This design comes from an exercise in tuning for small area on the open sky130 flow, not from production work.
Only simulation tests tie the RTL to the original design; equivalence was not proved.
Power is estimated from default activity; no workload was simulated.

== red ==
## CLOCK_TOP
module CLOCK_TOP(
   input        CLK50M, KEY1, KEY2, KEY3, SW0, SW1, SW2, SW3, SW4, SW5, KNOCK, SENSOR, ROT_A, ROT_B,
   output [6:0] SEG0, SEG1, SEG2, SEG3, SEG4, SEG5, SEG6, SEG7,
   output [17:0] LED,
   output       BUZ_OUT);
clock: 20.0 ns
lec_check: 0
cap_margin: 20
core_margin: 2
core_utilization: 80
place_density: 0.9
slew_margin: 20
standard.sh (not shown) runs the stock make flow with config.mk's settings and CLKGATE_MAP_FILE= SYNTH_SCRIPT=/design/flow/synth_recipe.tcl, a recipe that flattens the netlist after the stock synthesis.
==> flow/flow/run.sh <==
#!/bin/bash
set -euo pipefail
export BUFFER_PORTS_ARGS="-buffer_cell sky130_fd_sc_hd__buf_1"
export CTS_ARGS="-sink_clustering_enable -repair_clock_nets -buf_list {sky130_fd_sc_hd__clkbuf_4 sky130_fd_sc_hd__clkbuf_8} -sink_clustering_size 20 -sink_clustering_max_diameter 60 -dont_use_dummy_load"
bash standard.sh "BUFFER_PORTS_ARGS=$BUFFER_PORTS_ARGS" "CTS_ARGS=$CTS_ARGS" finish > standard.log 2>&1
Edits applied to the flow inputs when going from red to blue:
==> flow/flow/run.sh <==
#!/bin/bash
# The standard layout (standard.sh, ORFS) with these changes:
#  - synthesis: flow/synth.tcl, the standard script with ABC mapping by flow/area.abc, and
#    no adder extraction (ADDER_MAP_FILE empty), so adders are mapped by ABC as plain logic;
#  - port buffers use sky130_fd_sc_hd__buf_1 (every input and output port still gets one);
#  - clock tree synthesis with clkbuf_4 only, sink clusters of at most 9 within 35 um,
#    and no dummy loads.
# make's full output goes to standard.log in this folder; ORFS keeps each step's log under
# orfs/logs/.
set -euo pipefail
here=$(pwd)
export MY_ABC_SCRIPT="$here/flow/area.abc"
export BUFFER_PORTS_ARGS="-buffer_cell sky130_fd_sc_hd__buf_1"
export CTS_ARGS="-sink_clustering_enable -repair_clock_nets -buf_list {sky130_fd_sc_hd__clkbuf_4} -sink_clustering_size 9 -sink_clustering_max_diameter 35 -dont_use_dummy_load"
bash standard.sh "SYNTH_SCRIPT=$here/flow/synth.tcl" "ADDER_MAP_FILE=" \
  "BUFFER_PORTS_ARGS=$BUFFER_PORTS_ARGS" "CTS_ARGS=$CTS_ARGS" finish > standard.log 2>&1
==> flow/flow/area.abc (new file) <==
strash
dc2
strash
dch -f
amap
==> flow/flow/synth.tcl (new file) <==
# synth_recipe.tcl (the standard synthesis) with one change: the ABC technology mapping uses
# the area-oriented script in area.abc (via $MY_ABC_SCRIPT) instead of ORFS's abc_speed
# script. Liberty, dont_use cells and constraints are passed to ABC unchanged. Registers are
# mapped by dfflibmap before ABC runs, so they are the standard synthesis's.
proc synth {args} { yosys synth -nofsm -noshare {*}$args }
proc abc {args} {
  set keep {}
  set skip 0
  foreach a $args {
    if { $skip } { set skip 0; continue }
    if { $a eq "-script" } { set skip 1; continue }
    lappend keep $a
  }
  lappend keep -script $::env(MY_ABC_SCRIPT)
  yosys abc {*}$keep
}
source $::env(SCRIPTS_DIR)/synth.tcl
# left out here: clear keep_hierarchy, flatten, clean up, hide names made inside functions, write 1_2_yosys.v
--- outcome ---
- blue ended with every stage complete and zero timing, DRC or antenna violations.
- Per the comparison of blue with red, multiplexer area fraction after synthesis down 7.4 points; routed wire length went down by about 6%.
- Relative to red, blue improves via count.
- blue — final worst slack 0.047 ns higher, red as reference
- Comparing red and blue, the higher post-route fraction of the period consumed by the critical path is on red.
Changes in green relative to blue:
==> flow/flow/run.sh <==
#!/bin/bash
set -euo pipefail
export BUFFER_PORTS_ARGS="-buffer_cell sky130_fd_sc_hd__buf_1"
export CTS_ARGS="-sink_clustering_enable -repair_clock_nets -buf_list {sky130_fd_sc_hd__clkbuf_4 sky130_fd_sc_hd__clkbuf_8} -sink_clustering_size 14 -sink_clustering_max_diameter 45 -dont_use_dummy_load"
bash standard.sh "BUFFER_PORTS_ARGS=$BUFFER_PORTS_ARGS" "CTS_ARGS=$CTS_ARGS" finish > standard.log 2>&1
removed: flow/flow/area.abc
removed: flow/flow/synth.tcl
==> comparison <==
- [compare] base=blue new=green: number of buffers inserted during clock tree synthesis decreased by about 23% relative to the old numbers, tap cell count increased by about 6% relative to the old numbers, cell area increased by 12% relative to the old numbers.
- green completed every stage of the flow, and the final layout passed the timing, DRC and antenna checks.
- First-iteration DRC count, green vs blue: down by more than 10%
- Of green and blue, the higher number of filler cells placed in the layout belongs to green.
- Compared with blue, in green fraction of power consumed by sequential logic shows a reduction of 3.7 points; count of buffers not belonging to the clock network in the layout shows a reduction of about 2%; hold slack shows an increase of 0.025 ns; global-route usage shows a reduction of 1.7 points; final-stage net count shows an increase of 49.
- On total buffers and inverters traversed by the critical path: between green and blue, it ends up lower for green.
What orange does differently from green at the input level:
- PLACE_DENSITY changed from 0.9 to 0.75
- CORE_UTILIZATION changed from 80 to 60
==> flow/flow/run.sh <==
#!/bin/bash
# The standard layout (standard.sh, ORFS) with these changes:
#  - synthesis: flow/synth.tcl, the standard script with ABC mapping by flow/area.abc, and
#    no adder extraction (ADDER_MAP_FILE empty), so adders are mapped by ABC as plain logic;
#  - port buffers use sky130_fd_sc_hd__buf_1 (every input and output port still gets one);
#  - clock tree synthesis with clkbuf_4/clkbuf_8, sink clusters of at most 14 within 45 um,
#    and no dummy loads.
# make's full output goes to standard.log in this folder; ORFS keeps each step's log under
# orfs/logs/.
set -euo pipefail
here=$(pwd)
export MY_ABC_SCRIPT="$here/flow/area.abc"
export BUFFER_PORTS_ARGS="-buffer_cell sky130_fd_sc_hd__buf_1"
export CTS_ARGS="-sink_clustering_enable -repair_clock_nets -buf_list {sky130_fd_sc_hd__clkbuf_2 sky130_fd_sc_hd__clkbuf_4 sky130_fd_sc_hd__clkbuf_8} -sink_clustering_size 10 -sink_clustering_max_diameter 40 -dont_use_dummy_load"
bash standard.sh "SYNTH_SCRIPT=$here/flow/synth.tcl" "ADDER_MAP_FILE=" \
  "BUFFER_PORTS_ARGS=$BUFFER_PORTS_ARGS" "CTS_ARGS=$CTS_ARGS" finish > standard.log 2>&1
==> flow/flow/area.abc (new file) <==
strash
dc2
strash
dch -f
amap
==> flow/flow/synth.tcl (new file) <==
# synth_recipe.tcl (the standard synthesis) with one change: the ABC technology mapping uses
# the area-oriented script in area.abc (via $MY_ABC_SCRIPT) instead of ORFS's abc_speed
# script. Liberty, dont_use cells and constraints are passed to ABC unchanged. Registers are
# mapped by dfflibmap before ABC runs, so they are the standard synthesis's.
proc synth {args} { yosys synth -nofsm -noshare {*}$args }
proc abc {args} {
  set keep {}
  set skip 0
  foreach a $args {
    if { $skip } { set skip 0; continue }
    if { $a eq "-script" } { set skip 1; continue }
    lappend keep $a
  }
  lappend keep -script $::env(MY_ABC_SCRIPT)
  yosys abc {*}$keep
}
source $::env(SCRIPTS_DIR)/synth.tcl
# left out here: clear keep_hierarchy, flatten, clean up, hide names made inside functions, write 1_2_yosys.v
### Flow results
Looking at final cell count, orange sits 59 higher than green does.
Of orange and green, orange shows the lower area of combinational cells with multiple inputs, with green above it.
Most common library cell in the layout ignoring fill and taps: sky130_fd_sc_hd__nand2_1 -> green, sky130_fd_sc_hd__nor2_1 -> orange
orange against green; post-place instance area is down by a little under 10%.
orange vs. green: multi-input gate count -169; post-layout worst setup margin -0.55 ns.
met5 as the uppermost layer routed was reported by orange, and met4 by green.

==> separate check: timing with driven ports <==
The flow's constraints put no driver on any port. The routed layouts listed below were extracted and timed again, unchanged, in two steps.
Step 1: set_driving_cell puts a clkbuf_16 on CLK50M and a buf_2 on each other input, an assumption about the parent block.
Step 2 adds t to the input delays and takes it off the output delays; t is the mean of the earliest and latest rising clock arrival at the registers after step 1. Input paths then give back, and output paths get back, about the clock's delay inside the block.
Three values: no drivers, after step 1, after step 2; two values: the first two.
| run | shift t [ns] | slack for setup (ns) | worst setup path at the end | latest minus earliest clock arrival (ns) | worst data-port slew with drivers (ns) |
|---|---|---|---|---|---|
| red | 0.574 | 12.642 / 12.601 / 13.175 | register to output | 0.064 / 0.064 | 0.06 |
| blue | 0.670 | 12.690 / 12.645 / 13.315 | register to output | 0.060 / 0.060 | 0.06 |
| green | 0.612 | 12.660 / 12.619 / 13.231 | register to output | 0.052 / 0.052 | 0.06 |
| orange | 0.559 | 12.106 / 12.062 / 12.621 | register to output | 0.058 / 0.059 | 0.06 |
After both steps every run listed still meets setup and hold.
